This is an optimization exercise on Yosys and OpenROAD, whose aim is small area and a short achievable clock period, not a production implementation. Where RTL was checked, it was by simulation tests only, not by an equivalence proof against the original. Only the layout flow was run in run 3; the RTL was not checked for function there. Power figures rest on the tool's default switching activity, not on a simulated workload.

### flow/flow/run.sh
#!/bin/bash
# Standard layout, with the port buffers made of buf_1 cells instead of the
# cell buffer_ports picks by itself.
set -euo pipefail
export BUFFER_PORTS_ARGS="-buffer_cell sky130_fd_sc_hd__buf_1"
bash standard.sh > standard_make.log 2>&1
### flow/standard.sh
#!/bin/bash
# synth_recipe.tcl (not shown) runs the flow's synth.tcl, then flattens the netlist and writes it again
# the make line also repeats each setting of config.mk as NAME=value (left out here)
make -C /OpenROAD-flow-scripts/flow DESIGN_CONFIG=/design/flow/config.mk WORK_HOME=/design/flow/orfs CLKGATE_MAP_FILE= SYNTH_SCRIPT=/design/flow/synth_recipe.tcl "${@:-finish}"
### flow/config.mk
export PLATFORM = sky130hd
export DESIGN_NAME = Microprocessor
export DESIGN_NICKNAME = Microprocessor
export VERILOG_FILES = /design/flow/design.v
export SDC_FILE = /design/flow/constraint.sdc
export NUM_CORES = 4
export LEC_CHECK = 0
export CAP_MARGIN = 20
export CORE_MARGIN = 2
export CORE_UTILIZATION = 40
export CTS_CLUSTER_DIAMETER = 60
export CTS_CLUSTER_SIZE = 30
export SETUP_SLACK_MARGIN = 3.0
export SLEW_MARGIN = 20
export SYNTH_HIERARCHICAL = 1
export SYNTH_MINIMUM_KEEP_SIZE = 0
export TNS_END_PERCENT = 0
### flow/constraint.sdc
create_clock -name core_clock -period 5.5 [get_ports {clk}]
set_input_delay 1.1000 -clock core_clock [delete_from_list [all_inputs] [get_ports {clk}]]
set_output_delay 1.1000 -clock core_clock [all_outputs]
set_load 0.01 [all_outputs]
### flow/design.v
`timescale 1ns / 1ps
module BankRows(
		input [4:0] x,
		output [2:0] row0,
		output [2:0] row1,
		output [2:0] row2,
		output [2:0] row3
	);
	assign row0 = x[4:2] + {2'b00, x[1:0] == 2'd3};
	assign row1 = x[4:2];
	assign row2 = x[4:2] - {2'b00, x[1:0] == 2'd0};
	assign row3 = x[4:2] - {2'b00, ~x[1]};
endmodule
module AddImm(
		input [7:0] a,
		input [1:0] ic,
		output [7:0] y
	);
	reg [7:0] flip;
	integer k;
	always @(*) begin
		for (k = 0; k < 8; k = k + 1) begin
			case (ic)
				2'd0: flip[k] = 1'b0;
				2'd1: flip[k] = &(a | ~((8'd1 << k) - 8'd1));
				2'd2: flip[k] = (k == 0) ? 1'b0 : ~|(a & ((8'd1 << k) - 8'd2));
				default: flip[k] = ~|(a & ((8'd1 << k) - 8'd1));
			endcase
		end
	end
	assign y = a ^ flip;
endmodule
module BankSel(
		input [3:0] xh,
		input [3:0] ich,
		output [3:0] bank
	);
	genvar k;
	generate
		for (k = 0; k < 4; k = k + 1) begin : g_k
			assign bank[k] = (ich[0] & xh[k]) | (ich[1] & xh[(k + 3) % 4]) |
				(ich[2] & xh[(k + 2) % 4]) | (ich[3] & xh[(k + 1) % 4]);
		end
	endgenerate
endmodule
`timescale 1ns / 1ps
`timescale 1ns / 1ps
module OpDecoder(
		input [1:0] op,
		output reg [6:0] seg
	);
	always @(op) begin
		case (op)
			2'd0: seg <= 7'b1110111;  
			2'd1: seg <= 7'b0111000;  
			2'd2: seg <= 7'b1101101;  
			2'd3: seg <= 7'b0001110;  
		endcase
	end
endmodule
`timescale 1ns / 1ps
module HexDecoder(
		input [3:0] bcd,
		output [6:0] seg
	);
	assign seg = bcd == 4'd0 ? 7'b0111111 :
		bcd == 4'd1 ? 7'b0000110 :
		bcd == 4'd2 ? 7'b1011011 :
		bcd == 4'd3 ? 7'b1001111 :
		bcd == 4'd4 ? 7'b1100110 :
		bcd == 4'd5 ? 7'b1101101 :
		bcd == 4'd6 ? 7'b1111101 :
		bcd == 4'd7 ? 7'b0000111 :
		bcd == 4'd8 ? 7'b1111111 :
		bcd == 4'd9 ? 7'b1101111 :
		bcd == 4'd10 ? 7'b1110111 :
		bcd == 4'd11 ? 7'b1111100 :
		bcd == 4'd12 ? 7'b0111001 :
		bcd == 4'd13 ? 7'b1011110 :
		bcd == 4'd14 ? 7'b1111001 :
		7'b1110001;
endmodule
module HexDecoder2(
		input [1:0] bcd,
		output reg [6:0] seg
	);
	always @(*) begin
		case (bcd)
			2'd0: seg = 7'b0111111;
			2'd1: seg = 7'b0000110;
			2'd2: seg = 7'b1011011;
			default: seg = 7'b1001111;
		endcase
	end
endmodule
`timescale 1ns / 1ps
module Sel4 #(parameter W = 8) (
		input [3:0] sel,
		input [W-1:0] d0,
		input [W-1:0] d1,
		input [W-1:0] d2,
		input [W-1:0] d3,
		output [W-1:0] y
	);
	assign y = ({W{sel[0]}} & d0) | ({W{sel[1]}} & d1) | ({W{sel[2]}} & d2) | ({W{sel[3]}} & d3);
endmodule
module Dec2(
		input [1:0] x,
		output [3:0] y
	);
	assign y = 4'b0001 << x;
endmodule
module NextVal(
		input ld,
		input [7:0] ldata,
		input sel_alt,
		input [7:0] alt,
		input [7:0] hold,
		output [7:0] next
	);
	assign next = ld ? ldata : sel_alt ? alt : hold;
endmodule
`timescale 1ns / 1ps
module RowDec(
		input [2:0] row,
		output [7:0] y
	);
	assign y = 8'b00000001 << row;
endmodule
module BankRead(
		input [7:0] rsel,
		input [63:0] bytes,
		output [7:0] data
	);
	reg [7:0] y;
	integer r;
	always @(*) begin
		y = 8'd0;
		for (r = 0; r < 8; r = r + 1)
			y = y | ({8{rsel[r]}} & bytes[r * 8 +: 8]);
	end
	assign data = y;
endmodule
`timescale 1ns / 1ps
module Microprocessor(
		input clk,
		input reset,
		input [7:0] instruction,
		output reg [7:0] pc,
		output [6:0] display_low,
		output [6:0] display_high,
		output [6:0] display_op,
		output [6:0] display_rs,
		output [6:0] display_rt,
		output [6:0] display_rd,
		output [4:0] display_pc
	);
	wire [1:0] op = instruction[7:6];
	wire [1:0] rs = instruction[5:4];
	wire [1:0] rt = instruction[3:2];
	wire [1:0] rd = instruction[1:0];
	wire [1:0] ic = instruction[1:0];
	wire [7:0] imm = {{7{instruction[1]}}, instruction[0]};
	wire is_add   = op == 2'b00;
	wire is_load  = op == 2'b01;
	wire is_store = op == 2'b10;
	wire is_jump  = op == 2'b11;
	reg [7:0] R [0:3];
	reg [7:0] M [0:31];
	reg [7:0] disp;
	wire [3:0] rs_oh, rt_oh;
	Dec2 dec_rs(.x(rs), .y(rs_oh));
	Dec2 dec_rt(.x(rt), .y(rt_oh));
	wire [7:0] a, b;
	Sel4 #(8) read_a(.sel(rs_oh), .d0(R[0]), .d1(R[1]), .d2(R[2]), .d3(R[3]), .y(a));
	Sel4 #(8) read_b(.sel(rt_oh), .d0(R[0]), .d1(R[1]), .d2(R[2]), .d3(R[3]), .y(b));
	wire [7:0] sum = a + b;
	wire [7:0] ea;
	AddImm add_imm(.a(a), .ic(ic), .y(ea));
	wire [2:0] rows [0:3][0:3];
	genvar g, h;
	generate
		for (g = 0; g < 4; g = g + 1) begin : g_rows
			BankRows bank_rows(.x(R[g][4:0]), .row0(rows[g][0]), .row1(rows[g][1]),
				.row2(rows[g][2]), .row3(rows[g][3]));
		end
	endgenerate
	wire [3:0] ic_oh;
	Dec2 dec_ic(.x(ic), .y(ic_oh));
	wire [3:0] banks [0:3];
	generate
		for (g = 0; g < 4; g = g + 1) begin : g_banks
			wire [3:0] xh;
			Dec2 dec_x(.x(R[g][1:0]), .y(xh));
			BankSel bank_sel(.xh(xh), .ich(ic_oh), .bank(banks[g]));
		end
	endgenerate
	wire [3:0] bank;
	Sel4 #(4) bank_pick(.sel(rs_oh), .d0(banks[0]), .d1(banks[1]), .d2(banks[2]), .d3(banks[3]), .y(bank));
	wire [31:0] we;
	wire [7:0] bword [0:3];
	generate
		for (h = 0; h < 4; h = h + 1) begin : g_bank
			wire [2:0] row;
			Sel4 #(3) row_sel(.sel(rs_oh), .d0(rows[0][h]), .d1(rows[1][h]), .d2(rows[2][h]),
				.d3(rows[3][h]), .y(row));
			wire [7:0] row_oh;
			RowDec row_dec(.row(row), .y(row_oh));
			wire [63:0] bytes;
			for (g = 0; g < 8; g = g + 1) begin : g_byte
				assign bytes[g * 8 +: 8] = M[g * 4 + h];
				assign we[g * 4 + h] = is_store & bank[h] & row_oh[g];
			end
			BankRead bank_read(.rsel(row_oh), .bytes(bytes), .data(bword[h]));
		end
	endgenerate
	wire [7:0] mdata;
	Sel4 #(8) data_sel(.sel(bank), .d0(bword[0]), .d1(bword[1]), .d2(bword[2]), .d3(bword[3]),
		.y(mdata));
	wire [7:0] rnext [0:3];
	wire [7:0] dnext;
	generate
		for (g = 0; g < 4; g = g + 1) begin : g_rnext
			NextVal next_r(.ld(is_load & rt_oh[g]), .ldata(mdata),
				.sel_alt(is_add & (rd == g)), .alt(sum), .hold(R[g]), .next(rnext[g]));
		end
	endgenerate
	NextVal next_d(.ld(is_load), .ldata(mdata), .sel_alt(is_store), .alt(ea), .hold(sum), .next(dnext));
	always @(posedge reset or posedge clk) begin
		if (reset) begin
			R[0] <= 8'd0;
			R[1] <= 8'd0;
			R[2] <= 8'd0;
			R[3] <= 8'd0;
		end else begin
			R[0] <= rnext[0];
			R[1] <= rnext[1];
			R[2] <= rnext[2];
			R[3] <= rnext[3];
		end
	end
	integer i;
	always @(posedge reset or posedge clk) begin
		if (reset) begin
			for (i = 0; i < 16; i = i + 1) begin
				M[i] <= i;
				M[i + 16] <= -i;
			end
		end else begin
			for (i = 0; i < 32; i = i + 1)
				if (we[i])
					M[i] <= b;
		end
	end
	always @(posedge reset or posedge clk) begin
		if (reset) begin
			pc <= 8'd0;
			disp <= 8'd0;
		end else begin
			pc <= pc + (is_jump ? imm + 8'd1 : 8'd1);
			disp <= dnext;
		end
	end
	assign display_pc = pc[4:0];
	HexDecoder d_low(.bcd(disp[3:0]), .seg(display_low));
	HexDecoder d_high(.bcd(disp[7:4]), .seg(display_high));
	HexDecoder2 d_rs(.bcd(rs), .seg(display_rs));
	HexDecoder2 d_rt(.bcd(rt), .seg(display_rt));
	HexDecoder2 d_rd(.bcd(rd), .seg(display_rd));
	OpDecoder d_op(.op(op), .seg(display_op));
endmodule
==> results of run 1 <==
-- metal layers --
layer	up-vias	track usage, %	share of wire [%]
met5	-	0	0
li1	5619	-	-
met2	332	35.2	48
met1	6311	28.8	44
met3	89	2.45	4.3
met4	0	7.89	3.6
-- cell usage in the layout (no fill, tap or decap), types with 13 or more instances in the layout --
master,netlist,routed
buf_1,0,54
a21oi_1,17,15
ha_1,44,28
inv_1,49,45
dfrtp_2,0,17
dfrtp_1,180,163
nor3_1,14,14
nor2_1,23,19
nand4_1,33,33
mux2_2,256,256
dfstp_2,124,124
xor2_1,24,24
nand2_1,112,86
nand2_2,32,51
a22oi_1,210,165
clkbuf_16,0,27
a22oi_2,30,75
buf_4,30,75
mux2i_1,44,44
nand2b_1,13,13
o21ai_1,42,42
-- logic make-up (layout without fill, tap and decap cells) --
kind of cell	Yosys count	in the layout
DFF	304	304
xor gates and xnor gates	37	37
buffers and inverters	168	251
other	3	3
and+or+nand+nor	323	331
muxes	300	300
adders and majority gates	46	46
AOI/OAI and AO/OA	321	321
-- per-stage QoR --
| step | power (W) | utilization [%] | instances | hold slack [ns] |
|---|---|---|---|---|
| after floorplan | 0.00268 | - | 1502 | 0.480 |
| after global placement | 0.00276 | 41.1 | 2064 | 0.457 |
| after detailed placement | 0.00277 | 41.1 | 2064 | 0.466 |
| after CTS | 0.00481 | 45.6 | 2169 | 0.479 |
| after global routing | 0.00496 | 46.1 | 2178 | 0.518 |
| final | 0.00476 | 46.1 | 2178 | 0.484 |
-- power groups by stage --
stage | Combinational (W) | Sequential, W | Clock (W)
floorplan | 0.000317 | 0.00236 | 0
global placement | 0.000400 | 0.00236 | 0
detailed placement | 0.000404 | 0.00237 | 0
CTS | 0.000452 | 0.00233 | 0.00203
global route | 0.000503 | 0.00233 | 0.00212
finish | 0.000456 | 0.00233 | 0.00198
-- per-module statistics from Yosys, one instance, submodules excluded, a selection --
| module | cells inside | times used |
|---|---|---|
| BankSel | 12 | 4 |
| BankRows | 21 | 4 |
| AddImm | 35 | 1 |
| HexDecoder2 | 8 | 3 |
| Dec2 | 4 | 7 |
| NextVal | 26 | 5 |
| Microprocessor | 710 | 1 |
| RowDec | 8 | 4 |
| BankRead | 48 | 4 |
-- sequential cells by signal, summed over array words and instances (netlist names) --
| name | cells |
|---|---|
| M | 256 |
| R | 32 |
| disp | 8 |
| pc | 8 |
-- worst max path at each step --
stage / endpoint / slack [ns] / cells past startpoint
final: R[1][1] / 2.44 / 13
after global routing: R[2][6] / 2.31 / 15
after CTS: R[2][6] / 2.53 / 14
after detailed placement: R[3][7] / 1.15 / 12
after global placement: R[3][6] / 1.23 / 11
after floorplan: M[0][0] / 0.46 / 1
-- timing repair --
item | CTS | global route
setup endpoints to repair | 336 | 339
gates cloned | 10 | 0
pin swaps | 61 | 30
resized for setup | 159 | 31
hold buffers | 0 | 0
setup buffers | 45 | 9
-- final cells by class --
type                    count  area, um2  share of cell area [%]
multi-input cells        1038       9130                    46.1
flip-flops and latches    304       7780                    39.3
inverters                  49        188                   0.946
repair buffers            152       1060                    5.36
clock buffers              29        703                    3.55
clock inverters            21        228                    1.15
well taps                 585        732                    3.69
-- worst max-delay path, stage by stage --
cell,delay (ns)
buf_6,0.16
and2b_4,0.26
buf_4,0.15
a22oi_1,0.20
nand2_1,0.19
nor3b_1,0.19
buf_4,0.18
a22oi_1,0.26
nand4_1,0.21
a22oi_1,0.21
nand2_2,0.15
nand2_1,0.10
o21ai_1,0.07
==> metrics.yaml, run 1 <==
clock_tree:
  cts-buffers-inserted: 27
  clock_latency_ns: 0.58
  clk_path_buf_depth: 3
  cts.sinks: 304
  htree_levels: 1
  cts_root_buf: "clkbuf_16"
  cts_tree: "yes"
  clk_pin_slew_ns: 0.08
logic_synthesis:
  synth.distinct_cells: 56
  synthAdderAreaFrac_pct: 3.40
  synth_top_area_share_pct: 26.0
  ys_ff_latch: 304
  synth_flop_cell: "dfrtp_1"
  synthTopCellsByCount: "256 x mux2_2, 210 x a22oi_1, 180 x dfrtp_1"
  syn_inst: 1502
  yosysMostFrequentCell: "mux2_2"
  yosysWarnings: 15
  synthArstFlopShare_pct: 100
  synthSimpleGateAreaFrac_pct: 10.4
  synth-compound-area-share_pct: 13.9
  synthXorXnorAreaFrac_pct: 1.87
  seq_area_frac_synth_pct: 44.7
  synthTopCellsByArea: "dfrtp_1 26%, dfstp_2 19%, mux2_2 17%"
  syn_area_per_cell_um2: 11.6
  synth_nets: 1558
  muxShareOfSynthArea_pct: 19.1
  yosys.area.top_type: "dfrtp_1"
  synth_top_family_by_area: "multiplexers"
  synth_area_um2: 17400
  synth_edf_count: 0
power:
  combPwrFrac_pct: 9.6
  p_leak_nw: 8.57
  p_int_w: 0.00342
  vdd_drop_max_mv: 0.182
  clkPwrFrac_pct: 41.6
  power-per-cell-area_nw_per_um2: 240
  sw_frac_of_total_pct: 28.1
  p_seq_share_pct: 48.8
  power.switching_w: 0.00134
final_layout:
  design_area_um2: 19800
  num_antenna_cells: 0
  area_delta_synth_final_pct: 14.3
  layout.nets: 1628
  fillerInstances: 3955
  drive_above_1_share_pct: 48.1
setup_path:
  r2r_start: "R[2][1]"
  cp-end-kind: "flip-flop"
  crit_path_start: "instruction[5]"
  reg2reg_to: "R[1][1]"
  crit_arrival_ns: 3.46
  critical_path_required_ns: 5.91
  crit_type: "input pin to flip-flop"
  cp_max_fo: 13
  start_kind: "input pin"
  r2r_slack_ns: 2.46
  reg2reg_depth: 15
placed_design:
  portBuffers: 61
  placed_area_um2: 17700
  place_ws_ns: 1.15
  finalWeightedCongestion: 0.863
  hpwl_mm: 30.0
global_route:
  grt_max_degree: 171
  grt_pass1_wl_mm: 74.7
  grt_usage_pct: 21.3
  grt_pass1_vias: 12534
  antenna_found_initial: 0
  overflow: 0
routing:
  drcViolationCount: 0
  drt-wirelength-per-cell_um: 21.7
  wl_mm: 47.3
  drt-vias-per-instance: 5.67
  vias: 12351
  drt_pass1_iterations: 5
  drt_iter0_drc: 876
  ant_nets: 0
floorplan:
  die_y_um: 212
  die_x_um: 212
  die_area_um2: 45100
  start_util_pct: 40.4
  core_area_um2: 43000
  ioPinCount: 65
  fp-row-count: 76
worst_hold_path:
  whs_endpoint: "pc[7]"
  hp-class: "flip-flop to flip-flop"
  hold_path.startpoint: "pc[7]"
  hold_depth: 1
timing:
  grt_setup_unrepaired: "true"
  hold_viol: 0
  slew_viol_final: 0
  fin_skew_ns: 0.0386
  setup_tns_ns: 0
  min_period_ns: 3.06
  fin_crit_sh_pct: 55.6
  max_clock_freq_mhz: 327
  tightest_slew_ns: 0.991
  maxSlewHeadroom_pct: 33.9
  finalSetupViolations: 0
  setup_ws_ns: 2.44
outcome:
  status: "finished clean"
job:
  max_cap_violations: 0
==> run 2, diff against run 1 <==
==> flow/flow/run.sh (replaced) <==
#!/bin/bash
# Standard layout, with the port buffers made of buf_1 cells instead of the
# cell buffer_ports picks by itself, and power recovery (downsizing of gates
# off the critical paths) after global routing.
set -euo pipefail
export BUFFER_PORTS_ARGS="-buffer_cell sky130_fd_sc_hd__buf_1"
export RECOVER_POWER=100
bash standard.sh > standard_make.log 2>&1
==> run 2 against run 1 <==
Compared with the run above:
- now fails the layout checks on max-capacitance violations, max-slew violations
- synthesized cell count unchanged
- setup slack got worse by 1.1 ns
- cell count unchanged
- highest routed layer unchanged
==> metrics.yaml, run 2 <==
outcome:
  status: "complete, but fails checks"
  violatedChecks: "max-capacitance violations, max-slew violations"
placed_design:
  hpwl_mm: 30.0
  portBuffers: 61
  finalWeightedCongestion: 0.863
floorplan:
  ioPinCount: 65
  core_area_um2: 43000
  die_x_um: 212
  start_util_pct: 40.4
  die_y_um: 212
  fp-row-count: 76
  die_area_um2: 45100
global_route:
  grt_pass1_wl_mm: 74.7
  grt_pass1_vias: 12534
  grt_usage_pct: 21.3
  overflow: 0
  grt_max_degree: 171
  antenna_found_initial: 0
final_layout:
  largestRegisters: "M: 256 flops, R: 32 flops"
  layout.nets: 1628
  area_delta_synth_final_pct: 12.6
  largest_reg_flops: 256
  largest-register: "M"
  final_cell_mix: "256 x mux2_2, 176 x a22oi_1, 164 x dfrtp_1"
  num_antenna_cells: 0
  final_common_cell: "mux2_2"
  drive_above_1_share_pct: 43.4
logic_synthesis:
  synthTopCellsByCount: "256 x mux2_2, 210 x a22oi_1, 180 x dfrtp_1"
  seq_area_frac_synth_pct: 44.7
  synth_flop_cell: "dfrtp_1"
  synthAdderAreaFrac_pct: 3.40
  synth_area_um2: 17400
  synth_edf_count: 0
  synth_top_area_share_pct: 26.0
  syn_inst: 1502
  ys_ff_latch: 304
  muxShareOfSynthArea_pct: 19.1
  yosys.area.top_type: "dfrtp_1"
  synthArstFlopShare_pct: 100
  synthSimpleGateAreaFrac_pct: 10.4
  synth_top_family_by_area: "multiplexers"
  yosysMostFrequentCell: "mux2_2"
  synth_nets: 1558
  synthTopCellsByArea: "dfrtp_1 26%, dfstp_2 19%, mux2_2 17%"
  synth.distinct_cells: 56
  yosysWarnings: 15
  synth-compound-area-share_pct: 13.9
  synthXorXnorAreaFrac_pct: 1.87
  syn_area_per_cell_um2: 11.6
clock_tree:
  cts_tree: "yes"
  cts-buffers-inserted: 27
  clock_latency_ns: 0.58
  clk_path_buf_depth: 3
  htree_levels: 1
  ctsHoldBuffers: 0
  cts_root_buf: "clkbuf_16"
  clk_pin_slew_ns: 0.08
  cts.sinks: 304
timing:
  hold_viol: 0
  maxSlewHeadroom_pct: -91.4
  finalSetupViolations: 0
  holdWs_ns: 0.484
  fin_skew_ns: 0.0389
  min_period_ns: 4.13
  fin_crit_sh_pct: 75.1
  tightest_slew_ns: 2.87
  slew_viol_final: 91
  grt_setup_unrepaired: "true"
  max_clock_freq_mhz: 242
  setup_tns_ns: 0
routing:
  drt-wirelength-per-cell_um: 21.7
  vias: 12398
  wl_mm: 47.3
  drt_pass1_iterations: 5
  ant_nets: 0
  drt_iter0_drc: 782
  drt-vias-per-instance: 5.69
  drcViolationCount: 0
setup_path:
  start_kind: "input pin"
  cp_max_fo: 13
  critical_path_required_ns: 5.95
  crit_type: "input pin to flip-flop"
  reg2reg_depth: 15
  cp-end-kind: "flip-flop"
  crit_arrival_ns: 4.58
power:
  vdd_drop_max_mv: 0.182
  p_leak_nw: 8.43
  power-per-cell-area_nw_per_um2: 243
worst_hold_path:
  hp-class: "flip-flop to flip-flop"
  hold_depth: 1
job:
  max_cap_violations: 2
## run 2: cell counts after synthesis
No cell type changed its count.
## run 2: cell families after synthesis
kind of cell,after synthesis
mux,300
xor+xnor,37
flops,304
fa+ha+maj,46
other cells,3
simple gates,323
compound gates,321
buf+inv,168
## run 2: stage by stage
stage               area [um2]  utilization, %  setup WS [ns]  cells  total power (W)
floorplan                17400               -          0.458   1502          0.00268
global placement         17700            41.1           1.23   2064          0.00276
detailed placement       17700            41.1           1.15   2064          0.00277
CTS                      19600            45.6           2.53   2169          0.00481
global route             19500            45.5           1.18   2178          0.00495
finish                   19500            45.5           1.37   2178          0.00475
## run 2: final timing paths
path	to	slack [ns]	start
worst max-delay path	disp[4]	1.37	instruction[4]
worst min-delay path	pc[7]	0.48	pc[7]
worst max register to register	disp[4]	2.26	R[2][1]
worst min register to register	pc[7]	0.48	pc[7]
max in group asynchronous	R[0][3]	1.90	reset
min in group asynchronous	M[27][3]	0.82	reset
## run 2: worst max-delay path: stages
cell	delay, ns
clkbuf_1	0.34
nor2_1	0.85
a22oi_1	0.24
nand2_1	0.35
and3b_1	0.26
buf_2	0.18
a22oi_1	0.28
nand4_1	0.20
a22oi_1	0.28
nand2_1	0.25
nand2_1	0.15
o21ai_1	0.07
## run 2: per-module statistics from Yosys, one instance, submodules excluded, a selection
module | flops+latches | area [um2]
AddImm | 0 | 248
BankSel | 0 | 75.1
Dec2 | 0 | 26.3
HexDecoder | 0 | 224
HexDecoder2 | 0 | 42.5
Microprocessor | 304 | 11700
NextVal | 0 | 173
OpDecoder | 0 | 118
RowDec | 0 | 65.1
## run 2: area by class of cell
type | instances | area [um2]
inverters | 49 | 185
clock buffers | 29 | 703
clock inverters | 21 | 228
multi-input cells | 1038 | 8900
fillers | 4004 | 23400
well taps | 585 | 732
repair buffers | 152 | 1020
flip-flops and latches | 304 | 7780
## run 2: power breakdown
part	leakage [nW]	switching (W)	total, W	internal [W]
registers	3.75	0.0000536	0.00232	0.00227
clock network	0.446	0.000988	0.00198	0.000992
logic	4.24	0.000288	0.000441	0.000153
total	8.43	0.00133	0.00475	0.00342
## run 2: layer usage
| metal | vias up | share of wire (%) | global-route usage, % | wire length [um] |
|---|---|---|---|---|
| li1 | 5620 | - | - | - |
| met1 | 6341 | 44 | 28.8 | 20700 |
| met2 | 347 | 48 | 35.2 | 22700 |
| met3 | 90 | 4.5 | 2.45 | 2130 |
| met4 | 0 | 3.6 | 7.89 | 1710 |
| met5 | - | 0 | 0 | 0 |
## run 2: timing repair
item                       in CTS  in global routing
resized for setup             159                 31
buffers inserted               45                  9
gates cloned                   10                  0
setup endpoints to repair     336                339
pin swaps                      61                 30
==> run 3, diff against run 2 <==
--- a/flow/design.v
+++ b/flow/design.v
@@ -47,14 +47,19 @@
 `timescale 1ns / 1ps
+module Seg2 #(parameter [3:0] TABLE = 4'b0000) (
+		input [1:0] x,
+		output y
+	);
+	assign y = TABLE[x];
+endmodule
 module OpDecoder(
 		input [1:0] op,
-		output reg [6:0] seg
-	);
-	always @(op) begin
-		case (op)
-			2'd0: seg <= 7'b1110111;  
-			2'd1: seg <= 7'b0111000;  
-			2'd2: seg <= 7'b1101101;  
-			2'd3: seg <= 7'b0001110;  
-		endcase
-	end
+		output [6:0] seg
+	);
+	Seg2 #(4'b0101) s0(.x(op), .y(seg[0]));
+	Seg2 #(4'b1001) s1(.x(op), .y(seg[1]));
+	Seg2 #(4'b1101) s2(.x(op), .y(seg[2]));
+	Seg2 #(4'b1110) s3(.x(op), .y(seg[3]));
+	Seg2 #(4'b0011) s4(.x(op), .y(seg[4]));
+	Seg2 #(4'b0111) s5(.x(op), .y(seg[5]));
+	Seg2 #(4'b0101) s6(.x(op), .y(seg[6]));
 endmodule
@@ -120,3 +125,4 @@
 	);
-	assign next = ld ? ldata : sel_alt ? alt : hold;
+	wire keep = ~(ld | sel_alt);
+	assign next = ({8{ld}} & ldata) | ({8{sel_alt}} & alt) | ({8{keep}} & hold);
 endmodule
@@ -189,12 +195,6 @@
 	Dec2 dec_ic(.x(ic), .y(ic_oh));
-	wire [3:0] banks [0:3];
-	generate
-		for (g = 0; g < 4; g = g + 1) begin : g_banks
-			wire [3:0] xh;
-			Dec2 dec_x(.x(R[g][1:0]), .y(xh));
-			BankSel bank_sel(.xh(xh), .ich(ic_oh), .bank(banks[g]));
-		end
-	endgenerate
+	wire [3:0] a_oh;
+	Dec2 dec_a(.x(a[1:0]), .y(a_oh));
 	wire [3:0] bank;
-	Sel4 #(4) bank_pick(.sel(rs_oh), .d0(banks[0]), .d1(banks[1]), .d2(banks[2]), .d3(banks[3]), .y(bank));
+	BankSel bank_sel(.xh(a_oh), .ich(ic_oh), .bank(bank));
 	wire [31:0] we;
==> flow/flow/run.sh (replaced) <==
#!/bin/bash
# Standard layout, with the port buffers made of buf_1 cells instead of the
# cell buffer_ports picks by itself.
set -euo pipefail
export BUFFER_PORTS_ARGS="-buffer_cell sky130_fd_sc_hd__buf_1"
bash standard.sh > standard_make.log 2>&1
==> run 3 against run 2 <==
Compared with the run above:
- the run now finishes clean
- maximum frequency grew 26%
- combinational power is 9.3% lower
- register-to-register slack lost 0.02 ns
- critical path depth is the same
- sequential cell count is the same
- synthesized cell count down 6.9%
- global-route usage is 1.2 points lower
- final area down 4.0%
- clock power increased by 5%
- total power up 1.0%
- core utilization is 0.55 points lower
- clock skew decreased by 0.020 ns
- critical path type unchanged
- largest cell class unchanged
- largest power group unchanged
==> metrics.yaml, run 3 <==
outcome:
  status: "finished clean"
setup_path:
  start_kind: "input pin"
  worst-path-buf-inv: 2
  cpPeakStageDelay_ns: 0.31
  cp_max_fo: 10
  crit_type: "input pin to flip-flop"
  critical-path-slowest-cell: "nand4_1"
  cp_common_cell: "a22oi_1"
  critical_path_required_ns: 5.97
  crit_family: "compound AO/OA/AOI/OAI gates"
  path_cells: "clkbuf_4 -> and2b_4 -> a22oi_1 -> nand2_2 -> nor3b_1 -> buf_4 -> a22oi_1 -> nand4_1 -> a22oi_2 -> nand2_4 -> a22o_1 -> a21o_1"
  cp-end-kind: "flip-flop"
  crit_arrival_ns: 3.76
logic_synthesis:
  synthSimpleGateAreaFrac_pct: 9.37
  synthArstFlopShare_pct: 100
  synthXorXnorAreaFrac_pct: 1.98
  synthAdderAreaFrac_pct: 3.07
  synth_top_area_share_pct: 26.8
  synth_nets: 1449
  syn_area_per_cell_um2: 12.0
  synth_flop_cell: "dfrtp_1"
  synth-compound-area-share_pct: 15.6
  seq_area_frac_synth_pct: 46.2
  synth.distinct_cells: 59
  synthTopCellsByCount: "256 x mux2_2, 180 x dfrtp_1, 178 x a22oi_1"
  muxShareOfSynthArea_pct: 17.4
  synth_top_family_by_area: "multiplexers"
  synth_edf_count: 0
  yosys.area.top_type: "dfrtp_1"
  ys_ff_latch: 304
  synth_area_um2: 16800
  yosysMostFrequentCell: "mux2_2"
  synthTopCellsByArea: "dfrtp_1 27%, dfstp_2 19%, mux2_2 17%"
  syn_inst: 1399
  yosysWarnings: 14
floorplan:
  start_util_pct: 40.3
  core_area_um2: 41800
  ioPinCount: 65
  die_x_um: 209
  die_area_um2: 43700
  die_y_um: 209
  fp-row-count: 75
clock_tree:
  htree_levels: 1
  clk_pin_slew_ns: 0.08
  cts_tree: "yes"
  clk_path_buf_depth: 3
  cts_root_buf: "clkbuf_16"
  ctsHoldBuffers: 0
  cts-buffers-inserted: 28
  clock_latency_ns: 0.58
  cts.sinks: 304
timing:
  hold_viol: 0
  tightest_slew_ns: 0.868
  setup_tns_ns: 0
  fin_crit_sh_pct: 59.8
  grt_setup_unrepaired: "true"
  max_clock_freq_mhz: 304
  setup_ws_ns: 2.21
  finalSetupViolations: 0
  min_period_ns: 3.29
  fin_skew_ns: 0.0189
  maxSlewHeadroom_pct: 42.1
  slew_viol_final: 0
final_layout:
  largestRegisters: "M: 256 flops, R: 32 flops"
  num_antenna_cells: 0
  drive_above_1_share_pct: 47.5
  fillerInstances: 3792
  seq_area_um2: 7770
  final_common_cell: "mux2_2"
  final_cell_mix: "256 x mux2_2, 173 x dfrtp_1, 146 x a22oi_1"
  largest-register: "M"
  largest_reg_flops: 256
  area_delta_synth_final_pct: 11.6
  layout.nets: 1485
  multi_input_area_um2: 8420
global_route:
  antenna_found_initial: 1
  grt_max_degree: 157
  overflow: 0
  grt_pass1_vias: 11558
  grt_pass1_wl_mm: 68.9
  grt_usage_pct: 20.1
routing:
  drt_iter0_drc: 861
  vias: 11513
  drt_pass1_iterations: 5
  drt-wirelength-per-cell_um: 22.2
  drt-vias-per-instance: 5.77
  drcViolationCount: 0
  ant_nets: 0
  wl_mm: 44.3
placed_design:
  place_ws_ns: 1.12
  hpwl_mm: 28.4
  portBuffers: 61
  finalWeightedCongestion: 0.833
worst_hold_path:
  hp-class: "flip-flop to flip-flop"
power:
  power-per-cell-area_nw_per_um2: 255
  p_leak_nw: 8.51
  vdd_drop_max_mv: 0.173
job:
  max_cap_violations: 0
run 3: cells by family (layout without fill, tap and decap cells):
logic type / Yosys count / in the layout
other: 3 / 3
muxes: 260 / 260
DFF: 304 / 304
xor gates and xnor gates: 38 / 38
AOI/OAI and AO/OA: 329 / 329
adders and majority gates: 40 / 40
buffers and inverters: 164 / 219
and+or+nand+nor: 261 / 264
run 3: worst paths after layout:
check / start / end / slack, ns / depth (start not counted)
min in group asynchronous: reset / M[1][3] / 0.59 / 2
setup / recovery: instruction[5] / R[0][5] / 2.21 / 12
setup reg to reg: R[0][2] / disp[1] / 2.24 / 14
max in group asynchronous: reset / M[8][5] / 3.65 / 3
hold / removal: pc[7] / pc[7] / 0.47 / 1
hold reg to reg: pc[7] / pc[7] / 0.47 / 1
run 3: per-module statistics from Yosys (local to each module, per instance), a selection:
module	cells inside	copies in the design	flip-flops and latches	cell area, um2
NextVal	19	5	0	158
HexDecoder	36	2	0	224
BankRead	48	4	0	379
Microprocessor	710	1	304	11700
BankRows	21	4	0	160
AddImm	35	1	0	248
RowDec	8	4	0	65.1
HexDecoder2	8	3	0	42.5
run 3: repair_timing:
| action | 4_1_cts | 5_1_grt |
|---|---|---|
| setup endpoints to repair | 341 | 342 |
| gates resized for setup | 78 | 47 |
| buffers inserted | 17 | 8 |
| pin swaps | 27 | 35 |
| cloned | 6 | 0 |
run 3: area by class of cell:
type,instances,share of cell area [%]
clock inverters,23,1.47
flip-flops and latches,304,41.4
repair buffers,121,3.89
inverters,46,0.940
clock buffers,29,3.81
multi-input cells,934,44.9
well taps,539,3.59
run 3: metrics by stage:
step	cell area, um2	power, W	instances	util, %	hold slack (ns)
6_report	18800	0.00479	1996	44.9	0.468
5_1_grt	18800	0.00498	1996	44.9	0.512
4_1_cts	18500	0.00484	1988	44.3	0.473
3_5_place_dp	17100	0.00274	1913	40.9	0.458
3_3_place_gp	17100	0.00273	1913	40.9	0.452
2_1_floorplan	16800	0.00266	1399	-	0.473
run 3: worst reg2reg max path: cells and delay by family (launching register included):
kind                     cells  cell delay, ns
flip-flops                   1            0.44
XOR/XNOR                     1            0.15
AND/OR/NAND/NOR              4            0.66
adder cells (fa/ha/maj)      2            0.39
buffers and inverters        2            0.27
AO/OA/AOI/OAI                5            1.23
run 3: per-layer routing:
| metal | wire length [um] | vias to the layer above | track usage (%) |
|---|---|---|---|
| met1 | 20100 | 5919 | 28.1 |
| li1 | - | 5230 | - |
| met4 | 1000 | 0 | 5.32 |
| met3 | 2110 | 66 | 2.43 |
| met2 | 21100 | 298 | 32.9 |
| met5 | 0 | - | 0 |
run 3: where the power goes:
part / leakage (nW) / internal [W] / switching [W] / total (W)
Clock: 0.468 / 0.00103 / 0.00104 / 0.00207
Combinational: 4.28 / 0.000134 / 0.000267 / 0.000400
Sequential: 3.76 / 0.00227 / 0.0000479 / 0.00232
Total: 8.51 / 0.00344 / 0.00136 / 0.00479
==> run 4, diff against run 3 <==
--- a/flow/design.v
+++ b/flow/design.v
@@ -125,4 +125,3 @@
 	);
-	wire keep = ~(ld | sel_alt);
-	assign next = ({8{ld}} & ldata) | ({8{sel_alt}} & alt) | ({8{keep}} & hold);
+	assign next = ld ? ldata : sel_alt ? alt : hold;
 endmodule
--- a/flow/config.mk
+++ b/flow/config.mk
@@ -10,2 +10,3 @@
 export CORE_UTILIZATION = 40
+export CTS_BUF_LIST = sky130_fd_sc_hd__clkbuf_8
 export CTS_CLUSTER_DIAMETER = 60
==> run 4 against run 3 <==
Compared with the run above:
- still clean
- synthesized cell count up 2.5%
- sequential cell count is the same
- register-to-register slack better by 0.20 ns
- area after synthesis grew 0.45%
- wire length down 2.1%
- cell count rose by 2.6%
- global-route usage decreased by 0.61 points
- largest cell class unchanged
==> metrics.yaml, run 4 <==
routing:
  drcViolationCount: 0
  wl_mm: 43.3
  drt-vias-per-instance: 5.66
  wl_met1_mm: 20.0
  drt_pass1_iterations: 5
  met2_length_mm: 20.7
  vias: 11585
  dr_wl_met3_mm: 1.47
  top_layer_used: "met4"
  drt-wirelength-per-cell_um: 21.2
  ant_nets: 0
  drt_iter0_drc: 800
final_layout:
  drive_above_1_share_pct: 48.8
  largest-register: "M"
  final_common_cell: "mux2_2"
  final_cell_mix: "256 x mux2_2, 166 x dfrtp_1, 124 x dfstp_2, 124 x a22oi_1, 84 x a22oi_2"
  fillerInstances: 3867
  num_antenna_cells: 0
  area_delta_synth_final_pct: 11.1
  layout.nets: 1538
  largest_reg_flops: 256
  largestRegisters: "M: 256 flops, R: 32 flops"
logic_synthesis:
  synth.distinct_cells: 57
  synth_top_area_share_pct: 26.7
  syn_area_per_cell_um2: 11.8
  yosys.area.top_type: "dfrtp_1"
  synth_flop_cell: "dfrtp_1"
  synthArstFlopShare_pct: 100
  synth_area_um2: 16900
  synthTopCellsByArea: "dfrtp_1 27%, dfstp_2 19%, mux2_2 17%"
  synth_edf_count: 0
  syn_inst: 1434
  yosysMostFrequentCell: "mux2_2"
  seq_area_frac_synth_pct: 46.0
  synthTopCellsByCount: "256 x mux2_2, 180 x dfrtp_1, 178 x a22oi_1"
  synth_nets: 1484
  yosysWarnings: 14
  ys_ff_latch: 304
clock_tree:
  cts_tree: "yes"
  ctsHoldBuffers: 0
  htree_levels: 1
  cts.sinks: 304
  clk_pin_slew_ns: 0.11
  clock_latency_ns: 0.62
  cts_root_buf: "clkbuf_8"
  cts-buffers-inserted: 27
  clk_path_buf_depth: 3
timing:
  max_clock_freq_mhz: 326
  setup_tns_ns: 0
  maxSlewHeadroom_pct: 43.4
  holdWs_ns: 0.396
  fin_crit_sh_pct: 55.8
  slew_viol_final: 0
  min_period_ns: 3.07
  finalSetupViolations: 0
  fin_skew_ns: 0.0287
  tightest_slew_ns: 0.843
  grt_setup_unrepaired: "true"
  hold_viol: 0
job:
  max_cap_violations: 0
power:
  total_power_w: 0.00421
  combPwrFrac_pct: 9.6
  p_leak_nw: 8.03
  clkPwrFrac_pct: 35.2
  power-per-cell-area_nw_per_um2: 225
  sw_frac_of_total_pct: 28.9
  p_int_w: 0.00300
  p_seq_share_pct: 55.2
  power.switching_w: 0.00122
  vdd_drop_max_mv: 0.143
placed_design:
  finalWeightedCongestion: 0.861
  hpwl_mm: 28.0
  portBuffers: 61
floorplan:
  die_y_um: 210
  start_util_pct: 40.4
  die_area_um2: 43900
  ioPinCount: 65
  die_x_um: 210
  core_area_um2: 41900
  fp-row-count: 75
setup_path:
  crit_type: "input pin to flip-flop"
  critical_path_required_ns: 5.96
  start_kind: "input pin"
  crit_path_start: "instruction[5]"
  cp_max_fo: 20
  crit_arrival_ns: 3.53
  cp-end-kind: "flip-flop"
  r2r_start: "R[2][0]"
global_route:
  grt_pass1_vias: 11469
  grt_pass1_wl_mm: 67.4
  overflow: 0
  grt_usage_pct: 19.4
  antenna_found_initial: 0
  grt_max_degree: 198
worst_hold_path:
  hp-class: "input pin to asynchronous set/reset pin"
outcome:
  status: "finished clean"
==> run 4: cell types whose count changed in the layout (fill, tap and decap cells not counted), sizes merged, moves of 14 or more <==
cell   delta
nand2    +41
a21o     -40
a22o     -40
mux2i    +40
o21ai    +40
buf      +14
==> run 4: power groups by stage <==
stage               logic, W  registers (W)  clock network, W
floorplan           0.000296        0.00236                 0
global placement    0.000366        0.00236                 0
detailed placement  0.000371        0.00236                 0
CTS                 0.000404        0.00232           0.00153
global route        0.000447        0.00233           0.00161
finish              0.000405        0.00233           0.00148
==> run 4: timing repair <==
item,CTS,global route
gates resized for setup,156,12
buffers inserted,34,4
cloned,10,1
setup endpoints to repair,341,341
pin swaps,62,22
==> run 4: cells by family (layout without fill, tap and decap cells) <==
group | Yosys count | in the layout | share of synthesized area, %
compound gates | 289 | 289 | 12.9
xor+xnor | 38 | 38 | 1.97
other cells | 3 | 3 | 0.0667
fa+ha+maj | 40 | 40 | 3.05
flops | 304 | 304 | 46.0
buf+inv | 164 | 231 | 6.51
mux | 300 | 300 | 19.7
simple gates | 296 | 303 | 9.89
==> run 4: layer usage <==
layer	track usage (%)	vias up
met4	5.31	0
met2	32.3	215
li1	-	5319
met1	27.3	5982
met3	1.78	69
met5	0	-
==> run 4: final timing paths <==
| kind | endpoint | slack (ns) | cells past startpoint |
|---|---|---|---|
| min in group core_clock | pc[7] | 0.47 | 1 |
| worst max-delay path | R[0][4] | 2.43 | 14 |
| worst min-delay path | M[0][2] | 0.40 | 2 |
| worst max register to register | R[3][6] | 2.44 | 15 |
| worst min register to register | pc[7] | 0.47 | 1 |
| max in group asynchronous | M[26][0] | 3.79 | 4 |
==> run 4: area by class of cell <==
| cell class | count | area, um2 | share of cell area, % |
|---|---|---|---|
| Tap cell | 539 | 674 | 3.59 |
| Clock buffer | 28 | 385 | 2.05 |
| Sequential cell | 304 | 7780 | 41.5 |
| Timing Repair Buffer | 136 | 923 | 4.92 |
| Multi-Input combinational cell | 973 | 8590 | 45.8 |
| Clock inverter | 21 | 231 | 1.23 |
| Inverter | 46 | 176 | 0.940 |
==> run 4: stage by stage <==
step                utilization [%]  std cells  setup WS [ns]  cell area, um2
CTS                            44.5       2041           2.52           18600
global route                   44.8       2047           2.31           18800
detailed placement             40.9       1948           1.07           17100
global placement               40.9       1948           1.20           17100
finish                         44.8       2047           2.43           18800
floorplan                         -       1434          0.458           16900
==> run 4: per-module statistics from Yosys (local to each module, per instance), a selection <==
module,area (um2),cells,flip-flops and latches,times used
Dec2,26.3,4,0,4
HexDecoder,224,36,0,2
BankRead,379,48,0,4
RowDec,65.1,8,0,4
NextVal,173,26,0,5
BankSel,75.1,12,0,1
==> run 4: critical path, stage by stage <==
cell and delay (ns):
buf_4 0.15, nor2_1 0.07, buf_6 0.17, a22oi_1 0.29, nand2_2 0.22, nor3b_2 0.21
buf_4 0.16, buf_2 0.17, a22oi_2 0.18, nand4_1 0.20, a22oi_2 0.29, nand2_4 0.13
nand2_1 0.09, o21ai_1 0.07
==> run 5, diff against run 4 <==
--- a/flow/config.mk
+++ b/flow/config.mk
@@ -10,3 +10,2 @@
 export CORE_UTILIZATION = 40
-export CTS_BUF_LIST = sky130_fd_sc_hd__clkbuf_8
 export CTS_CLUSTER_DIAMETER = 60
==> run 5 against run 4 <==
Compared with the run above:
- still clean
- global-route usage rose by 0.21 points
- setup slack improved by 0.032 ns
- first-iteration DRC count increased by 13%
- clock skew shrank 0.012 ns
- non-clock buffer count increased by 8
- sequential power about the same
- critical endpoint is now disp[2]
- largest cell class unchanged
- largest power group unchanged
==> metrics.yaml, run 5 <==
outcome:
  status: "finished clean"
final_layout:
  largest-register: "M"
  largest_reg_flops: 256
  layout.nets: 1546
  final_common_cell: "mux2_2"
  area_delta_synth_final_pct: 14.2
  multi_input_area_um2: 8740
  fillerInstances: 3794
  final_cell_mix: "256 x mux2_2, 168 x dfrtp_1, 124 x dfstp_2"
  final_cells: 2055
  seq_area_um2: 7780
  num_antenna_cells: 0
  largestRegisters: "M: 256 flops, R: 32 flops"
  design_area_um2: 19300
  drive_above_1_share_pct: 50.5
floorplan:
  die_area_um2: 43900
  fp-row-count: 75
  core_area_um2: 41900
  die_x_um: 210
  die_y_um: 210
  start_util_pct: 40.4
  ioPinCount: 65
timing:
  grt_setup_unrepaired: "true"
  hold_viol: 0
  setup_tns_ns: 0
  fin_crit_sh_pct: 55.2
  tightest_slew_ns: 0.813
  holdWs_ns: 0.460
  finalSetupViolations: 0
  maxSlewHeadroom_pct: 45.4
  max_clock_freq_mhz: 329
  fin_skew_ns: 0.0165
  slew_viol_final: 0
  min_period_ns: 3.04
clock_tree:
  cts_root_buf: "clkbuf_16"
  clk_path_buf_depth: 3
  clock_latency_ns: 0.57
  cts-buffers-inserted: 27
  htree_levels: 1
  clk_pin_slew_ns: 0.08
  cts.sinks: 304
  cts_tree: "yes"
global_route:
  grt_pass1_wl_mm: 68.2
  grt_max_degree: 198
  grt_pass1_vias: 11656
  grt_usage_pct: 19.7
  overflow: 0
  antenna_found_initial: 0
logic_synthesis:
  synth_area_um2: 16900
  synth_nets: 1484
  synthArstFlopShare_pct: 100
  synth.distinct_cells: 57
  synth_flop_cell: "dfrtp_1"
  seq_area_frac_synth_pct: 46.0
  synth_edf_count: 0
  yosysMostFrequentCell: "mux2_2"
  syn_area_per_cell_um2: 11.8
  synthTopCellsByArea: "dfrtp_1 27%, dfstp_2 19%, mux2_2 17%"
  synthTopCellsByCount: "256 x mux2_2, 180 x dfrtp_1, 178 x a22oi_1"
  ys_ff_latch: 304
  synth_top_area_share_pct: 26.7
  syn_inst: 1434
  yosys.area.top_type: "dfrtp_1"
  yosysWarnings: 14
placed_design:
  portBuffers: 61
  hpwl_mm: 28.0
  place_inst: 1948
  placed_area_um2: 17100
  finalWeightedCongestion: 0.861
setup_path:
  cp_max_fo: 16
  start_kind: "input pin"
  critical-path-slowest-cell: "a22oi_2"
  cpPeakStageDelay_ns: 0.31
  critical_path_required_ns: 5.93
  crit_type: "input pin to flip-flop"
  cp-end-kind: "flip-flop"
  cp_common_cell: "a22oi_2"
  path_cells: "buf_6 -> nor2b_4 -> buf_12 -> a22oi_2 -> nand2_4 -> nor3b_2 -> clkdlybuf4s15_2 -> a22oi_2 -> nand4_1 -> a22oi_2 -> nand2_4 -> nand2_1 -> o21ai_2"
  crit_arrival_ns: 3.46
routing:
  vias: 11681
  drcViolationCount: 0
  wl_mm: 43.7
  drt-vias-per-instance: 5.68
  drt-wirelength-per-cell_um: 21.3
  ant_nets: 0
  drt_iter0_drc: 905
  drt_pass1_iterations: 5
power:
  p_leak_nw: 8.25
  power-per-cell-area_nw_per_um2: 244
  vdd_drop_max_mv: 0.205
worst_hold_path:
  hp-class: "input pin to asynchronous set/reset pin"
job:
  max_cap_violations: 0
run 5: cell counts after synthesis:
Identical to the previous run, type by type.
run 5: final timing paths:
path / to / cells past startpoint / start / slack (ns)
max reg2reg: R[2][4] / 14 / R[1][1] / 2.49
max in group asynchronous: M[30][2] / 4 / reset / 3.73
min reg2reg: pc[7] / 1 / pc[7] / 0.46
min: M[0][2] / 2 / reset / 0.46
min in group core_clock: pc[7] / 1 / pc[7] / 0.46
max: disp[2] / 13 / instruction[5] / 2.46
run 5: logic make-up after synthesis:
family                   synth area share (%)
XOR/XNOR                                 1.97
other                                  0.0667
flip-flops                               46.0
buffers and inverters                    6.51
multiplexers                             19.7
adder cells (fa/ha/maj)                  3.05
AO/OA/AOI/OAI                            12.9
AND/OR/NAND/NOR                          9.89
run 5: cell type report:
class	instances	area share, %
Timing Repair Buffer	144	5.21
Tap cell	539	3.50
Sequential cell	304	40.3
Clock buffer	29	3.59
Clock inverter	20	1.18
Multi-Input combinational cell	973	45.3
Inverter	46	0.914
run 5: worst max-delay path, delay by kind of cell:
family / cells / cell delay (ns)
and+or+nand+nor: 6 / 0.96
AOI/OAI and AO/OA: 4 / 0.84
buffers and inverters: 3 / 0.53
run 5: where the power goes:
part           switching, W  total [W]  internal (W)
registers         0.0000530    0.00232       0.00227
logic              0.000265   0.000407      0.000142
clock network      0.000963    0.00197       0.00101
total               0.00128    0.00471       0.00343
run 5: stage by stage:
| step | utilization (%) | setup WS, ns | power, W |
|---|---|---|---|
| floorplan | - | 0.458 | 0.00266 |
| global placement | 40.9 | 1.20 | 0.00273 |
| detailed placement | 40.9 | 1.07 | 0.00274 |
| CTS | 45.3 | 2.53 | 0.00476 |
| global route | 46.1 | 2.36 | 0.00490 |
| finish | 46.1 | 2.46 | 0.00471 |
run 5: per-module statistics from Yosys (local to each module, per instance), excerpt:
| module | cells | copies in the design | flip-flops and latches |
|---|---|---|---|
| AddImm | 35 | 1 | 0 |
| BankRead | 48 | 4 | 0 |
| BankRows | 21 | 4 | 0 |
| BankSel | 12 | 1 | 0 |
| Dec2 | 4 | 4 | 0 |
| HexDecoder | 36 | 2 | 0 |
| HexDecoder2 | 8 | 3 | 0 |
| Microprocessor | 710 | 1 | 304 |
| NextVal | 26 | 5 | 0 |
| RowDec | 8 | 4 | 0 |
run 5: metal layers:
| layer | vias up | share of wire (%) | GRT usage (%) |
|---|---|---|---|
| met4 | 0 | 3.4 | 6.38 |
| met2 | 254 | 47 | 32.2 |
| met3 | 86 | 3.8 | 2.26 |
| met5 | - | 0 | 0 |
| met1 | 6003 | 45 | 27.3 |
| li1 | 5338 | - | - |
run 5: timing repair:
item | in CTS | in global routing
gates resized for setup | 155 | 52
endpoints found under the setup margin | 341 | 340
hold buffers | 0 | 0
pin swaps | 52 | 48
setup buffers | 35 | 11
gates cloned | 9 | 2
==> run 6, diff against run 5 <==
--- a/flow/config.mk
+++ b/flow/config.mk
@@ -12,2 +12,3 @@
 export CTS_CLUSTER_SIZE = 30
+export PLACE_DENSITY = 0.75
 export SETUP_SLACK_MARGIN = 3.0
==> run 6 against run 5 <==
Compared with the run above:
- combinational power rose by 7.4%
- still clean on timing, DRC and antenna
- via count rose by 2.9%
- critical path type is now flip-flop to flip-flop
- total power rose by 1.6%
- area after synthesis stayed put
- sequential share of layout area fell by 0.72 points
- largest cell class unchanged
==> metrics.yaml, run 6 <==
logic_synthesis:
  synth_flop_cell: "dfrtp_1"
  yosysMostFrequentCell: "mux2_2"
  ys_ff_latch: 304
  syn_area_per_cell_um2: 11.8
  yosysWarnings: 14
  synthTopCellsByArea: "dfrtp_1 27%, dfstp_2 19%, mux2_2 17%"
  synthArstFlopShare_pct: 100
  synth_area_um2: 16900
  syn_inst: 1434
  synth.distinct_cells: 57
  seq_area_frac_synth_pct: 46.0
  synth_edf_count: 0
  synth_nets: 1484
  yosys.area.top_type: "dfrtp_1"
  synth_top_area_share_pct: 26.7
  synthTopCellsByCount: "256 x mux2_2, 180 x dfrtp_1, 178 x a22oi_1"
setup_path:
  r2r_slack_ns: 2.43
  r2r_start: "R[2][2]"
  cp_max_fo: 7
  start_kind: "flip-flop"
  crit_type: "flip-flop to flip-flop"
  crit_arrival_ns: 3.46
  critical_path_required_ns: 5.89
  reg2reg_depth: 14
  cp-end-kind: "flip-flop"
  reg2reg_to: "R[3][4]"
power:
  vdd_drop_max_mv: 0.222
  p_leak_nw: 8.59
  power-per-cell-area_nw_per_um2: 243
  total_power_w: 0.00478
timing:
  setup_tns_ns: 0
  slew_viol_final: 0
  hold_viol: 0
  fin_crit_sh_pct: 55.9
  fin_skew_ns: 0.0313
  maxSlewHeadroom_pct: 30.1
  finalSetupViolations: 0
  tightest_slew_ns: 1.05
  max_clock_freq_mhz: 325
  grt_setup_unrepaired: "true"
  min_period_ns: 3.07
routing:
  drcViolationCount: 0
  drt-vias-per-instance: 5.80
  ant_nets: 0
  wl_mm: 42.5
  drt_iter0_drc: 824
  vias: 12023
  drt_pass1_iterations: 8
  drt-wirelength-per-cell_um: 20.5
clock_tree:
  clock_latency_ns: 0.56
  clk_path_buf_depth: 3
  cts-buffers-inserted: 25
  cts_tree: "yes"
  clk_pin_slew_ns: 0.09
  cts_root_buf: "clkbuf_16"
  ctsHoldBuffers: 0
  htree_levels: 1
  cts.sinks: 304
worst_hold_path:
  hold_depth: 1
  whs_endpoint: "pc[7]"
  hold_path.startpoint: "pc[7]"
  hp-class: "flip-flop to flip-flop"
final_layout:
  largest_reg_flops: 256
  fillerInstances: 3558
  final_cell_mix: "256 x mux2_2, 168 x dfrtp_1, 124 x dfstp_2"
  num_antenna_cells: 0
  design_area_um2: 19600
  multi_input_area_um2: 8790
  area_delta_synth_final_pct: 16.3
  layout.nets: 1567
  largest-register: "M"
  largestRegisters: "M: 256 flops, R: 32 flops"
  final_common_cell: "mux2_2"
  seq_area_um2: 7780
  final_cells: 2074
  drive_above_1_share_pct: 51.1
outcome:
  status: "finished clean"
floorplan:
  die_y_um: 210
  start_util_pct: 40.4
  die_x_um: 210
  fp-row-count: 75
  die_area_um2: 43900
  ioPinCount: 65
  core_area_um2: 41900
placed_design:
  place_inst: 1945
  portBuffers: 61
  finalWeightedCongestion: 0.953
  hpwl_mm: 26.8
  placed_area_um2: 17100
global_route:
  grt_usage_pct: 18.6
  antenna_found_initial: 0
  overflow: 0
  grt_max_degree: 190
  grt_pass1_vias: 12157
  grt_pass1_wl_mm: 66.3
job:
  max_cap_violations: 0
## run 6: cell counts after synthesis
Identical to the previous run, type by type.
## run 6: stage by stage
step | utilization (%) | hold slack (ns) | setup WS (ns)
after floorplan | - | 0.480 | 0.458
after detailed placement | 40.9 | 0.456 | 1.04
after CTS | 45.8 | 0.480 | 2.58
after global placement | 40.9 | 0.458 | 1.15
after global routing | 46.9 | 0.514 | 2.40
final | 46.9 | 0.485 | 2.43
## run 6: cell type report
class | instances | area share [%]
clock buffer | 26 | 3.25
clock inverter | 19 | 1.59
inverter | 46 | 0.898
multi-input combinational | 973 | 44.8
sequential | 304 | 39.6
tap | 539 | 3.43
timing repair buffer | 167 | 6.47
## run 6: modules after synthesis, one instance, submodules excluded, excerpt
module          flip-flops and latches  cell area [um2]
AddImm                               0              248
BankRead                             0              379
BankRows                             0              160
BankSel                              0             75.1
Dec2                                 0             26.3
HexDecoder                           0              224
HexDecoder2                          0             42.5
Microprocessor                     304            11700
NextVal                              0              173
RowDec                               0             65.1
## run 6: worst max path at each step
| stage | cells past startpoint | slack (ns) | from | to |
|---|---|---|---|---|
| CTS | 13 | 2.58 | instruction[5] | R[3][4] |
| detailed placement | 13 | 1.04 | instruction[5] | R[2][6] |
| finish | 14 | 2.43 | R[2][2] | R[3][4] |
| floorplan | 1 | 0.46 | reset | M[0][0] |
| global placement | 13 | 1.15 | instruction[5] | R[2][6] |
| global route | 11 | 2.40 | instruction[5] | R[1][3] |
## run 6: cells by family after synthesis
family / count (synthesis) / synth area share, %
AOI/OAI and AO/OA: 289 / 12.9
xor gates and xnor gates: 38 / 1.97
and+or+nand+nor: 296 / 9.89
DFF: 304 / 46.0
buffers and inverters: 164 / 6.51
other: 3 / 0.0667
muxes: 300 / 19.7
adders and majority gates: 40 / 3.05
## run 6: repair_timing
action	4_1_cts	5_1_grt
gates resized for setup	190	45
buffers inserted	48	23
gates cloned	9	4
hold endpoints to repair	0	0
endpoints found under the setup margin	342	340
pin swaps	80	47
## run 6: critical path, cell delays in order, from the launching register on
cell and delay, ns:
dfrtp_2 0.45, buf_4 0.15, ha_2 0.17, ha_2 0.17, xor2_1 0.27, a22oi_2 0.15
nand2_4 0.15, buf_4 0.14, and3b_2 0.26, a22oi_2 0.22, nand4_1 0.19, a22oi_2 0.25
nand2_2 0.17, nand2_1 0.11, o21ai_1 0.09
## run 6: power breakdown
group,switching (W),internal (W),total [W]
clock,0.00105,0.000967,0.00202
sequential,0.0000527,0.00227,0.00232
combinational,0.000272,0.000165,0.000437
total,0.00138,0.00340,0.00478
## run 6: metal layers
| layer | share of wire [%] | GRT usage [%] |
|---|---|---|
| met1 | 41 | 24.0 |
| met3 | 5.4 | 2.99 |
| met4 | 4.1 | 7.51 |
| met5 | 0 | 0 |
| met2 | 49 | 31.4 |
==> run 7, diff against run 6 <==
--- a/flow/config.mk
+++ b/flow/config.mk
@@ -12,3 +12,3 @@
 export CTS_CLUSTER_SIZE = 30
-export PLACE_DENSITY = 0.75
+export GPL_ROUTABILITY_DRIVEN = 0
 export SETUP_SLACK_MARGIN = 3.0
==> run 7 against run 6 <==
Compared with the run above:
- still clean
- wire length grew 3.0%
- die area is the same
- cell count decreased by 0.92%
- synthesized cell count unchanged
- sequential share of layout area grew 0.72 points
- setup slack gained 0.037 ns
- final area decreased by 1.8%
- via count fell by 2.8%
- sequential power about the same
- critical endpoint is now disp[2]
==> metrics.yaml, run 7 <==
outcome:
  status: "finished clean"
timing:
  maxSlewHeadroom_pct: 45.4
  min_period_ns: 3.04
  fin_crit_sh_pct: 55.2
  hold_viol: 0
  grt_setup_unrepaired: "true"
  slew_viol_final: 0
  setup_tns_ns: 0
  finalSetupViolations: 0
  fin_skew_ns: 0.0165
  max_clock_freq_mhz: 329
  tightest_slew_ns: 0.813
final_layout:
  fin_util_pct: 46.1
  largest-register: "M"
  area_delta_synth_final_pct: 14.2
  largest_reg_flops: 256
  final_common_cell: "mux2_2"
  largestRegisters: "M: 256 flops, R: 32 flops"
  layout.nets: 1546
  num_antenna_cells: 0
  final_cell_mix: "256 x mux2_2, 168 x dfrtp_1, 124 x dfstp_2"
  drive_above_1_share_pct: 50.5
global_route:
  grt_pass1_vias: 11656
  grt_pass1_wl_mm: 68.2
  grt_max_degree: 198
  grt_usage_pct: 19.7
  overflow: 0
  antenna_found_initial: 0
logic_synthesis:
  seq_area_frac_synth_pct: 46.0
  muxShareOfSynthArea_pct: 19.7
  synthTopCellsByCount: "256 x mux2_2, 180 x dfrtp_1, 178 x a22oi_1"
  syn_area_per_cell_um2: 11.8
  synth_flop_cell: "dfrtp_1"
  synth.distinct_cells: 57
  synthSimpleGateAreaFrac_pct: 9.89
  synthAdderAreaFrac_pct: 3.05
  synth_top_family_by_area: "multiplexers"
  yosysWarnings: 14
  synthArstFlopShare_pct: 100
  syn_inst: 1434
  yosys.area.top_type: "dfrtp_1"
  synthXorXnorAreaFrac_pct: 1.97
  synthTopCellsByArea: "dfrtp_1 27%, dfstp_2 19%, mux2_2 17%"
  synth-compound-area-share_pct: 12.9
  synth_nets: 1484
  synth_top_area_share_pct: 26.7
  ys_ff_latch: 304
  synth_edf_count: 0
  yosysMostFrequentCell: "mux2_2"
  synth_area_um2: 16900
floorplan:
  die_area_um2: 43900
  core_area_um2: 41900
  ioPinCount: 65
  die_x_um: 210
  die_y_um: 210
  start_util_pct: 40.4
  fp-row-count: 75
placed_design:
  hpwl_mm: 28.0
  portBuffers: 61
clock_tree:
  clk_path_buf_depth: 3
  cts_tree: "yes"
  cts.sinks: 304
  clk_pin_slew_ns: 0.08
  cts-buffers-inserted: 27
  clock_latency_ns: 0.57
  cts_root_buf: "clkbuf_16"
  htree_levels: 1
routing:
  drt-vias-per-instance: 5.68
  wl_mm: 43.7
  drt_iter0_drc: 905
  drt_pass1_iterations: 5
  drt-wirelength-per-cell_um: 21.3
  vias: 11681
  ant_nets: 0
  drcViolationCount: 0
setup_path:
  r2r_start: "R[1][1]"
  cpPeakStageDelay_ns: 0.31
  path_cells: "buf_6 -> nor2b_4 -> buf_12 -> a22oi_2 -> nand2_4 -> nor3b_2 -> clkdlybuf4s15_2 -> a22oi_2 -> nand4_1 -> a22oi_2 -> nand2_4 -> nand2_1 -> o21ai_2"
  reg2reg_to: "R[2][4]"
  reg2reg_depth: 14
  start_kind: "input pin"
  crit_arrival_ns: 3.46
  r2r_slack_ns: 2.49
  crit_type: "input pin to flip-flop"
  crit_family: "simple AND/OR/NAND/NOR gates"
  cp-end-kind: "flip-flop"
  cp_common_cell: "a22oi_2"
  worst-path-buf-inv: 3
  cp_max_fo: 16
  critical_path_required_ns: 5.93
  critical-path-slowest-cell: "a22oi_2"
power:
  power-per-cell-area_nw_per_um2: 244
  p_leak_nw: 8.25
  vdd_drop_max_mv: 0.205
job:
  max_cap_violations: 0
worst_hold_path:
  hp-class: "input pin to asynchronous set/reset pin"
run 7: worst max path at each step:
| stage | startpoint | endpoint | slack (ns) | cells after the start |
|---|---|---|---|---|
| after global placement | instruction[5] | M[1][7] | 1.20 | 10 |
| after detailed placement | instruction[4] | M[6][7] | 1.07 | 10 |
| after global routing | instruction[3] | disp[6] | 2.36 | 14 |
| after CTS | instruction[3] | R[0][6] | 2.53 | 14 |
| after floorplan | reset | M[0][0] | 0.46 | 1 |
| final | instruction[5] | disp[2] | 2.46 | 13 |
run 7: metal layers:
| layer | wire length, um | vias up | GRT usage (%) | share of wire, % |
|---|---|---|---|---|
| met5 | 0 | - | 0 | 0 |
| met4 | 1470 | 0 | 6.38 | 3.4 |
| met3 | 1660 | 86 | 2.26 | 3.8 |
| met2 | 20700 | 254 | 32.2 | 47 |
| met1 | 19900 | 6003 | 27.3 | 45 |
| li1 | - | 5338 | - | - |
run 7: logic make-up after synthesis:
logic type | count (synthesis)
buf+inv | 164
fa+ha+maj | 40
flops | 304
compound gates | 289
mux | 300
xor+xnor | 38
other cells | 3
simple gates | 296
run 7: what timing repair did:
action / in CTS / in global routing
resized for setup: 155 / 52
pin swaps: 52 / 48
setup endpoints to repair: 341 / 340
cloned: 9 / 2
hold buffers: 0 / 0
setup buffers: 35 / 11
run 7: power by group:
part | leakage (nW) | switching, W | total, W | internal, W
registers | 3.75 | 0.0000530 | 0.00232 | 0.00227
logic | 4.07 | 0.000265 | 0.000407 | 0.000142
clock network | 0.430 | 0.000963 | 0.00197 | 0.00101
run 7: Yosys stat by module, one instance, submodules excluded, a selection:
module / times used / cells
BankRead: 4 / 48
Microprocessor: 1 / 710
BankSel: 1 / 12
HexDecoder: 2 / 36
NextVal: 5 / 26
BankRows: 4 / 21
HexDecoder2: 3 / 8
Dec2: 4 / 4
RowDec: 4 / 8
AddImm: 1 / 35
run 7: through the flow:
step | instances | hold slack (ns) | setup WS, ns | area [um2] | power (W)
after CTS | 2041 | 0.448 | 2.53 | 18900 | 0.00476
after global placement | 1948 | 0.454 | 1.20 | 17100 | 0.00273
after global routing | 2055 | 0.474 | 2.36 | 19300 | 0.00490
after detailed placement | 1948 | 0.454 | 1.07 | 17100 | 0.00274
after floorplan | 1434 | 0.480 | 0.458 | 16900 | 0.00266
final | 2055 | 0.460 | 2.46 | 19300 | 0.00471
run 7: final cells by class:
cell class / instances / area (um2)
Fill cell: 3794 / 22600
Multi-Input combinational cell: 973 / 8740
Sequential cell: 304 / 7780
Timing Repair Buffer: 144 / 1010
Clock buffer: 29 / 693
Tap cell: 539 / 674
Clock inverter: 20 / 228
Inverter: 46 / 176

-- re-timing with driven ports --
Ports are ideal in the flow. The routed layouts listed here were re-timed in OpenROAD.
Step 1: set_driving_cell puts a clkbuf_16 on clk and a buf_2 on each other input, an assumption about the parent block.
Step 2 also shifts input and output timing later by t, the mid clock arrival at the registers, as if the neighbouring blocks saw the same clock.
Three values: ideal, step 1, step 2; two values: the first two.
| run | t (ns) | slack for setup (ns) | worst setup path after step 2 | worst data-port slew with drivers (ns) |
|---|---|---|---|---|
| run 1 | 0.617 | 2.443 / 2.457 / 1.840 | input to register | 0.06 |
| run 2 | 0.618 | 1.368 / 1.401 / 0.783 | input to register | 0.04 |
| run 3 | 0.631 | 2.210 / 2.235 / 1.614 | input to register | 0.03 |
| run 4 | 0.657 | 2.433 / 2.439 / 1.803 | input to register | 0.04 |
| run 5 | 0.615 | 2.465 / 2.488 / 1.876 | input to register | 0.05 |
| run 6 | 0.593 | 2.428 / 2.386 / 1.793 | input to register | 0.12 |
| run 7 | 0.615 | 2.465 / 2.488 / 1.876 | input to register | 0.05 |
The setup slack of run 6, which loses most, moves by -0.042 ns with the drivers and by -0.635 ns with both steps.
